Background: an optimization exercise with open tools, aiming at small area. Do not read the settings as production practice.
The RTL was checked by simulation tests, not by an equivalence proof against the original design.
Power is estimated from default activity; no workload was simulated.

$ cat design/flow/constraint.sdc
create_clock -name core_clock -period 5.0 [get_ports {clk_rx_i}]
set_input_delay 1.0000 -clock core_clock [delete_from_list [all_inputs] [get_ports {clk_rx_i}]]
set_output_delay 1.0000 -clock core_clock [all_outputs]
set_load 0.01 [all_outputs]
$ cat design/flow/run.sh
#!/bin/bash
# synth_recipe.tcl (not shown) runs the flow's synth.tcl, then flattens the netlist and writes it again
# the make line also repeats each setting of config.mk as NAME=value (left out here)
make -C /OpenROAD-flow-scripts/flow DESIGN_CONFIG=/design/flow/config.mk WORK_HOME=/design/flow/orfs CLKGATE_MAP_FILE= SYNTH_SCRIPT=/design/flow/synth_recipe.tcl finish
$ cat design/flow/design.v
module descrambler #
(
    parameter RX_DATA_WIDTH = 64
)
(
    data_in,
    data_out,
    enable,
    sync_info,
    clk, 
    rst
);
    input   [0:(RX_DATA_WIDTH+1)] data_in;   
    input                         enable;
    output  [(RX_DATA_WIDTH-1):0] data_out;
    output [1:0] sync_info;
    input              clk; 
    input              rst; 
    reg     [57:0]  descrambler;
    integer                            i;
    reg     [((RX_DATA_WIDTH*2)-7):0]  poly;
    reg     [0:(RX_DATA_WIDTH-1)]      tempData;
    reg     [(RX_DATA_WIDTH-1):0]      unscrambled_data_i;
    reg                                xorBit;
    wire    [0:63]                     data_scram;
    assign data_scram = data_in[2:65];
    assign sync_info = data_in[0:1];
    always @(descrambler,data_scram)
    begin
        poly = descrambler;
        for (i=0;i<=(RX_DATA_WIDTH-1);i=i+1)
        begin
            xorBit = data_scram[i] ^ poly[38] ^ poly[57];
            poly = {poly[((RX_DATA_WIDTH*2)-8):0],data_scram[i]};
            tempData[i] = xorBit;
        end
    end
    always @(posedge clk)
    begin
        if (rst) begin
            unscrambled_data_i <= 'h0;
            descrambler        <= {122{1'b1}};  
        end
        else if (enable) begin
            unscrambled_data_i <= tempData;
            descrambler        <= poly;
        end
    end
    assign data_out = unscrambled_data_i;
endmodule
module gearbox32to66 (
    input  wire        rst_i,
    input  wire        clk_i,
    input  wire [31:0] data32_i,
    input  wire        data32_valid_i,
    input  wire        slip_i,
    output reg  [65:0] data66_o,
    output reg         data66_valid_o
);
    reg [7:0]   gearbox_cnt;
    reg         shift_cnt;
    reg [127:0] buffer128;
    wire [6:0] lsb = 7'd62 - {1'b0, gearbox_cnt[4:0], 1'b0};
    always @(posedge clk_i or posedge rst_i) begin
        if (rst_i) begin
            buffer128      <= 128'd0;
            gearbox_cnt    <= 8'd0;
            data66_valid_o <= 1'b0;
            data66_o       <= 66'd0;
            shift_cnt      <= 1'b0;
        end else begin
            data66_valid_o <= 1'b0;
            if (data32_valid_i) begin
                shift_cnt <= ~shift_cnt;
                buffer128 <= {buffer128[95:0], data32_i};
                data66_o  <= buffer128[lsb +: 66];
                if (shift_cnt) begin
                    if (slip_i) begin
                        gearbox_cnt    <= gearbox_cnt;
                        data66_valid_o <= 1'b1;
                    end else if (gearbox_cnt == 8'd32) begin
                        gearbox_cnt    <= 8'd0;
                        data66_valid_o <= 1'b0;
                    end else begin
                        gearbox_cnt    <= gearbox_cnt + 8'd1;
                        data66_valid_o <= 1'b1;
                    end
                end
            end
        end
    end
endmodule
module aurora_rx_lane (
    input  wire        rst_n_i,
    input  wire        clk_rx_i,
    input  wire [1:0]  serdes_data_i,
    input  wire [1:0]  serdes_valid_i,
    input  wire        serdes_lock_i,
    input  wire        inv_rx_data,
    output reg  [63:0] rx_data_o,
    output reg  [1:0]  rx_header_o,
    output reg         rx_valid_o,
    output reg  [7:0]  rx_stat_o
);
    localparam [7:0] c_SLIP_SERDES_MAX = 8'd1;
    localparam [1:0] c_DATA_HEADER = 2'b01;
    localparam [1:0] c_CMD_HEADER  = 2'b10;
    localparam [7:0] c_SYNC_MAX    = 8'd32;
    localparam [7:0] c_VALID_WAIT  = 8'd16;
    wire rst = ~rst_n_i;
    reg         serdes_slip;
    reg  [32:0] serdes_data32_shift;
    reg  [31:0] serdes_data32;
    reg         serdes_data32_valid;
    reg  [5:0]  serdes_cnt;
    wire [31:0] serdes_data32_mask;
    wire [65:0] gearbox_data66;
    wire        gearbox_data66_valid;
    reg         gearbox_data66_valid_d;
    reg         gearbox_slip;
    reg  [65:0] scrambled_data66;
    reg         scrambled_data_valid;
    reg         scrambled_data_valid_d;
    wire [63:0] descrambled_data;
    wire [1:0]  descrambled_header;
    reg         descrambled_data_valid;
    reg  [7:0]  sync_cnt;
    reg  [3:0]  slip_cnt;
    reg  [7:0]  valid_cnt;
    always @(posedge clk_rx_i or negedge rst_n_i) begin
        if (!rst_n_i) begin
            serdes_data32       <= 32'd0;
            serdes_data32_shift <= 33'd0;
            serdes_data32_valid <= 1'b0;
            serdes_cnt          <= 6'd0;
        end else begin
            serdes_data32_valid <= 1'b0;
            if (serdes_valid_i == 2'b01) begin
                serdes_data32_shift <= {serdes_data32_shift[31:0], serdes_data_i[0]};
                serdes_cnt <= serdes_cnt + 6'd1;
            end else if (serdes_valid_i == 2'b11) begin
                serdes_data32_shift <= {serdes_data32_shift[30:0], serdes_data_i[0], serdes_data_i[1]};
                serdes_cnt <= serdes_cnt + 6'd2;
            end
            if (serdes_cnt == 6'd31) begin
                serdes_data32       <= serdes_data32_shift[31:0];
                serdes_data32_valid <= 1'b1;
                if (serdes_valid_i == 2'b11)
                    serdes_cnt <= 6'd1;
                else
                    serdes_cnt <= 6'd0;
            end else if (serdes_cnt == 6'd32) begin
                serdes_data32       <= serdes_data32_shift[32:1];
                serdes_data32_valid <= 1'b1;
                if (serdes_valid_i == 2'b11)
                    serdes_cnt <= 6'd2;
                else
                    serdes_cnt <= 6'd1;
            end
            if (serdes_slip)
                serdes_cnt <= serdes_cnt;
        end
    end
    assign serdes_data32_mask = inv_rx_data ? ~serdes_data32 : serdes_data32;
    gearbox32to66 gearbox32to66_cmp (
        .rst_i          (rst),
        .clk_i          (clk_rx_i),
        .data32_i       (serdes_data32_mask),
        .data32_valid_i (serdes_data32_valid),
        .slip_i         (gearbox_slip),
        .data66_o       (gearbox_data66),
        .data66_valid_o (gearbox_data66_valid)
    );
    always @(posedge clk_rx_i or negedge rst_n_i) begin
        if (!rst_n_i) begin
            sync_cnt             <= 8'd0;
            slip_cnt             <= 4'd0;
            serdes_slip          <= 1'b0;
            valid_cnt            <= 8'd0;
            scrambled_data66     <= 66'd0;
            scrambled_data_valid <= 1'b0;
            gearbox_slip         <= 1'b0;
        end else begin
            serdes_slip          <= 1'b0;
            scrambled_data_valid <= 1'b0;
            if (gearbox_data66_valid) begin
                gearbox_slip <= 1'b0;  
                if (valid_cnt < c_VALID_WAIT)
                    valid_cnt <= valid_cnt + 8'd1;
                if ((gearbox_data66[65:64] == c_DATA_HEADER) ||
                    (gearbox_data66[65:64] == c_CMD_HEADER)) begin
                    if (sync_cnt < c_SYNC_MAX)
                        sync_cnt <= sync_cnt + 8'd1;
                end else if (valid_cnt == c_VALID_WAIT) begin
                    sync_cnt <= 8'd0;
                    if ({4'd0, slip_cnt} == c_SLIP_SERDES_MAX) begin
                        gearbox_slip <= 1'b1;
                        serdes_slip  <= 1'b0;
                        slip_cnt     <= 4'd0;
                    end else begin
                        serdes_slip <= 1'b1;
                        slip_cnt    <= slip_cnt + 4'd1;
                    end
                    valid_cnt <= 8'd0;
                end
                if (sync_cnt == c_SYNC_MAX) begin
                    scrambled_data66     <= gearbox_data66;
                    scrambled_data_valid <= 1'b1;
                end
            end
        end
    end
    descrambler descrambler_cmp (
        .data_in   (scrambled_data66),
        .data_out  (descrambled_data),
        .enable    (scrambled_data_valid),
        .sync_info (descrambled_header),
        .clk       (clk_rx_i),
        .rst       (rst)
    );
    always @(posedge clk_rx_i or negedge rst_n_i) begin
        if (!rst_n_i) begin
            descrambled_data_valid <= 1'b0;
            scrambled_data_valid_d <= 1'b0;
            gearbox_data66_valid_d <= 1'b0;
            rx_data_o              <= 64'd0;
            rx_header_o            <= 2'b00;
            rx_valid_o             <= 1'b0;
        end else begin
            gearbox_data66_valid_d <= gearbox_data66_valid;
            if (gearbox_data66_valid_d)
                scrambled_data_valid_d <= scrambled_data_valid;
            descrambled_data_valid <= scrambled_data_valid & scrambled_data_valid_d;
            if (descrambled_data_valid) begin
                rx_data_o   <= descrambled_data;
                rx_header_o <= descrambled_header;
            end
            rx_valid_o <= descrambled_data_valid;
        end
    end
    always @(posedge clk_rx_i or negedge rst_n_i) begin
        if (!rst_n_i) begin
            rx_stat_o <= 8'd0;
        end else begin
            rx_stat_o    <= 8'd0;
            rx_stat_o[0] <= serdes_lock_i;  
            if (sync_cnt == c_SYNC_MAX)
                rx_stat_o[1] <= 1'b1;  
        end
    end
endmodule
$ cat design/flow/config.mk
export PLATFORM = sky130hd
export DESIGN_NAME = aurora_rx_lane
export DESIGN_NICKNAME = aurora_rx_lane
export VERILOG_FILES = /design/flow/design.v
export SDC_FILE = /design/flow/constraint.sdc
export NUM_CORES = 4
export LEC_CHECK = 0
export CAP_MARGIN = 20
export CORE_MARGIN = 2
export CORE_UTILIZATION = 40
export SLEW_MARGIN = 20
==> impl_summary.log <==
[metrics] post-synthesis cell count: between 2000 and 3000
[metrics] number of placed I/O pins: 83
[metrics] clk sink count: about 560
[metrics] final critical delay including setup and external delays: around 3200 ps
[metrics] worst slack at placement: 1870 ps
[metrics] port bufs: 76
[metrics] number of optimization iterations in the first detailed-route pass: 7
[metrics] number of slew-limit violations in the final report: 0
[metrics] GRT Residual Overflow: 0
[metrics] sort of element at the end of the critical path: flip-flop
[metrics] initial antenna violation count: 1
[metrics] Final WS setup: about 1800 ps
[metrics] total of cells resized after clock tree synthesis: 0
[metrics] Num CTS Buffers: 61
[metrics] status: finished clean
[metrics] maximum number of pins on one net before global-route repair: ~120
[metrics] DRC violation count after routing: 0
[metrics] slew at the pin closest to its max-slew limit: roughly 1000 ps
[metrics] cell leakage power: 13.1 nW
[metrics] routed length per instance: 21.9 um
[metrics] proportion of layout cells with a drive suffix above 1: 0.227
[metrics] Worst Path Max Fanout: a little over 80
[metrics] CTS tree: done
[metrics] remaining antenna violation count after routing: 0
[metrics] standard-cell row count: between 90 and 100
[metrics] filler cell count: 6724
[metrics] highest achievable clock rate: between 0.3 and 0.4 GHz
[metrics] level count of the clock H-tree: 2
[metrics] EDFF count, synth: 0
[metrics] CTS root buffer: clkbuf_16
[metrics] number of register bits inferred by synthesis: around 560
[metrics] Post-DP HPWL: about 56000 um
[metrics] area of the multi-input gates: 0.0152 sq mm
[metrics] Final Core Density: 0.454
[metrics] average cell area after synthesis: ~12 sq um
[metrics] main flop type after synthesis: dfrtp_1
[metrics] sequential area share after synthesis: 0.450
[metrics] die width: roughly 280 um
[metrics] floorplan core area: about 0.073 sq mm
[metrics] Final Wtd Congestion: a little under 0.9
[metrics] Crit path arrival time: around 3700 ps
[metrics] effective utilization at floorplan: 0.406
[metrics] worst-case vdd ir drop: roughly 0.00035 V
[metrics] Clock Tree Buf Depth: 3
[metrics] maximum single-stage delay on the critical path: ~1100 ps
[metrics] Detailed Route WL: 78000 um
[metrics] aggregate global-route resource usage: 0.203
[metrics] clock slew seen by the registers of the worst setup and hold paths: ~60 ps
[metrics] Relative slew margins: 0.309
[metrics] wire length of the first global-routing pass: roughly 120000 um
[metrics] die height: ~280 um
[metrics] DR vias/cell: between 5 and 6
[metrics] area share of the largest cell type after synthesis: 0.368
[metrics] cell type of the slowest stage on the worst timing path: dfrtp_4
[metrics] min-delay worst type: in -> async
[metrics] Async S/R FF share, synth: 0.782
[metrics] Maximum Capacitance Violations: 0
[metrics] summed negative setup slack over all endpoints: 0 ps
[metrics] Worst Path Class, Setup: reg -> reg
[metrics] Power per Cell Area: 545 mW/mm^2
[metrics] initial DRC count: 1717
[metrics] via count: around 20000
[metrics] Cell variety after synth: about 70
[metrics] largest area contributor in the synthesized netlist: dfrtp_1
[metrics] number of failing hold endpoints at the final stage: 0
[metrics] number of endpoints failing setup at the final stage: 0
[metrics] Post-CTS Hold Buffers: 0
[metrics] sequential cell area in the final layout: ~0.013 sq mm
[metrics] final layout net count: around 2600
[metrics] Period Utilization, post-route: 0.632
[metrics] startpoint type of the worst setup path: flip-flop
[metrics] postcts setup bufs: 0
[metrics] YS warnings: 3
[metrics] total standard cell area after synthesis: about 0.030 sq mm
[metrics] CP Cell Sequence: inv_2 > buf_4 > mux4_2 > nor2_1 > a311o_1 > o221ai_1
[metrics] clock latency of the later-clocked register in the worst-skew pair: approximately 640 ps
[metrics] worst clock skew on the final layout: approximately 37 ps
[metrics] top area cells in the synthesized netlist: dfrtp_1 (37%), mux2_2 (11%), mux4_2 (9.8%)
[metrics] worst endpoint required time: ~5500 ps
[metrics] layout-stage area growth over the synthesis result: 11.9%
[metrics] Total Die Area: approximately 0.077 sq mm
[metrics] via count of the first global-routing pass: slightly below 20000
[metrics] RSZ-0062 raised after global routing: no
metal layers:
layer,global-route usage,vias up,wire length (um)
met5,0,-,0
met4,0.0602,0,2210
met3,0.0311,122,4290
met2,0.329,650,36900
met1,0.281,9979,34700
li1,-,9231,-
cell usage in the layout (no fill, tap or decap), types with 7 or more instances in the layout:
cell,n
dfrtp_1,430
mux2_2,294
nand2_1,264
mux2i_1,250
xnor2_1,171
nor2_1,168
mux4_2,129
dfxtp_1,122
a21oi_1,92
nor2b_1,80
clkdlybuf4s50_1,72
clkbuf_16,61
o21ai_0,60
a31oi_1,34
buf_4,30
inv_1,26
o211ai_1,23
a221oi_1,17
clkbuf_8,16
and2_1,15
o221ai_1,15
a22oi_1,14
clkbuf_1,13
o21ai_1,11
nand3_1,11
a211oi_1,11
o22ai_1,10
nand4_1,9
a221o_1,9
ha_1,9
xor2_1,7
bufinv_16,7
clkinv_2,7
buf_12,7
power breakdown:
group          switching, W  internal [W]
Combinational       0.00302       0.00321
Clock               0.00191       0.00286
Sequential          0.00168       0.00543
synthesized netlist by cell type (all sizes together), types with 17 or more instances:
cell type,number
nand2,265
and2,17
xnor2,171
dfxtp,122
nor2,168
nor2b,80
o221ai,17
clkbuf,102
mux4,130
o21ai,71
mux2i,250
inv,28
a21oi,92
mux2,304
o211ai,23
buf,100
a31oi,34
a221oi,18
dfrtp,437
worst max-delay path: cells and delay by family (launching register included):
kind                   cells  cell delay [ps]
AND/OR/NAND/NOR            1              140
flip-flops                 1             1070
multiplexers               1              500
buffers and inverters      2              870
AO/OA/AOI/OAI              2              340
final timing paths:
path | from | slack, ps | endpoint | cells past startpoint
max | gearbox32to66_cmp.gearbox_cnt[1]$_DFFE_PN0P_ | 1840 | gearbox32to66_cmp.data66_o[56]$_DFFE_PN0P_ | 6
min | rst_n_i | 370 | rx_data_o[30]$_DFFE_PN0P_ | 1
max reg2reg | gearbox32to66_cmp.gearbox_cnt[1]$_DFFE_PN0P_ | 1840 | gearbox32to66_cmp.data66_o[56]$_DFFE_PN0P_ | 6
min reg2reg | valid_cnt[7]$_DFFE_PN0P_ | 370 | valid_cnt[7]$_DFFE_PN0P_ | 0
max in group asynchronous | rst_n_i | 3300 | rx_data_o[14]$_DFFE_PN0P_ | 3
min in group core_clock | valid_cnt[7]$_DFFE_PN0P_ | 370 | valid_cnt[7]$_DFFE_PN0P_ | 0
cell type report:
class | instances | share of cell area
Multi-Input combinational cell | 1781 | 0.458
Sequential cell | 559 | 0.403
Clock buffer | 90 | 0.0539
Tap cell | 959 | 0.0360
Timing Repair Buffer | 115 | 0.0348
Clock inverter | 26 | 0.0114
Inverter | 29 | 0.00327
Antenna cell | 1 | 0.0000752
flip-flops by register name, summed over array words and instances, names as in the netlist, 2 cells and up:
name,cells
serdes_data32,32
serdes_cnt,6
rx_data_o,64
serdes_data32_shift,33
rx_stat_o,2
gearbox32to66_cmp.buffer128,128
scrambled_data66,66
valid_cnt,8
rx_header_o,2
gearbox32to66_cmp.data66_o,66
sync_cnt,8
descrambler_cmp.unscrambled_data_i,64
descrambler_cmp.descrambler,58
gearbox32to66_cmp.gearbox_cnt,8
slip_cnt,4
per-stage QoR:
stage / cells / total power (W) / hold WS (ps) / area (sq um)
after floorplan: 2571 / 0.0114 / 389 / 29800
after global placement: 3440 / 0.0132 / 359 / 31000
after detailed placement: 3442 / 0.0133 / 361 / 31100
after CTS: 3558 / 0.0182 / 375 / 33300
after global routing: 3559 / 0.0190 / 385 / 33300
final: 3560 / 0.0181 / 371 / 33300
cells by family after synthesis:
family,count (synthesis),synth area share
other,1,0.000126
AOI/OAI and AO/OA,336,0.0736
muxes,684,0.298
adders and majority gates,9,0.00379
xor gates and xnor gates,178,0.0524
buffers and inverters,231,0.0387
DFF,559,0.450
and+or+nand+nor,568,0.0833

port drivers added, routing unchanged:
Ports are ideal in the flow. The routed layout listed here was re-timed in OpenROAD.
Step 1 (the two cells are an assumption about what drives the block):
set clk [get_ports {clk_rx_i}]
set_driving_cell -lib_cell sky130_fd_sc_hd__clkbuf_16 $clk
set_driving_cell -lib_cell sky130_fd_sc_hd__buf_2 [delete_from_list [all_inputs] $clk]
Step 2, shift: input delay + t, output delay - t, t = (earliest + latest rising clock arrival at the registers) / 2. This alone moves slack from input paths to output paths.
a / b / c = ideal ports / drivers / drivers and shift; a / b = the first two.
t (ns): 0.693
setup slack, ns: 1.838 / 1.838 / 1.838
hold WS [ns]: 0.371 / 0.367 / 0.373
worst setup path after step 2: register to register
worst data-port slew with drivers (ns): 0.06
After both steps this run still meets setup and hold. The setup slack of this run moves by 0.000 ns with the drivers and by 0.000 ns with both steps.
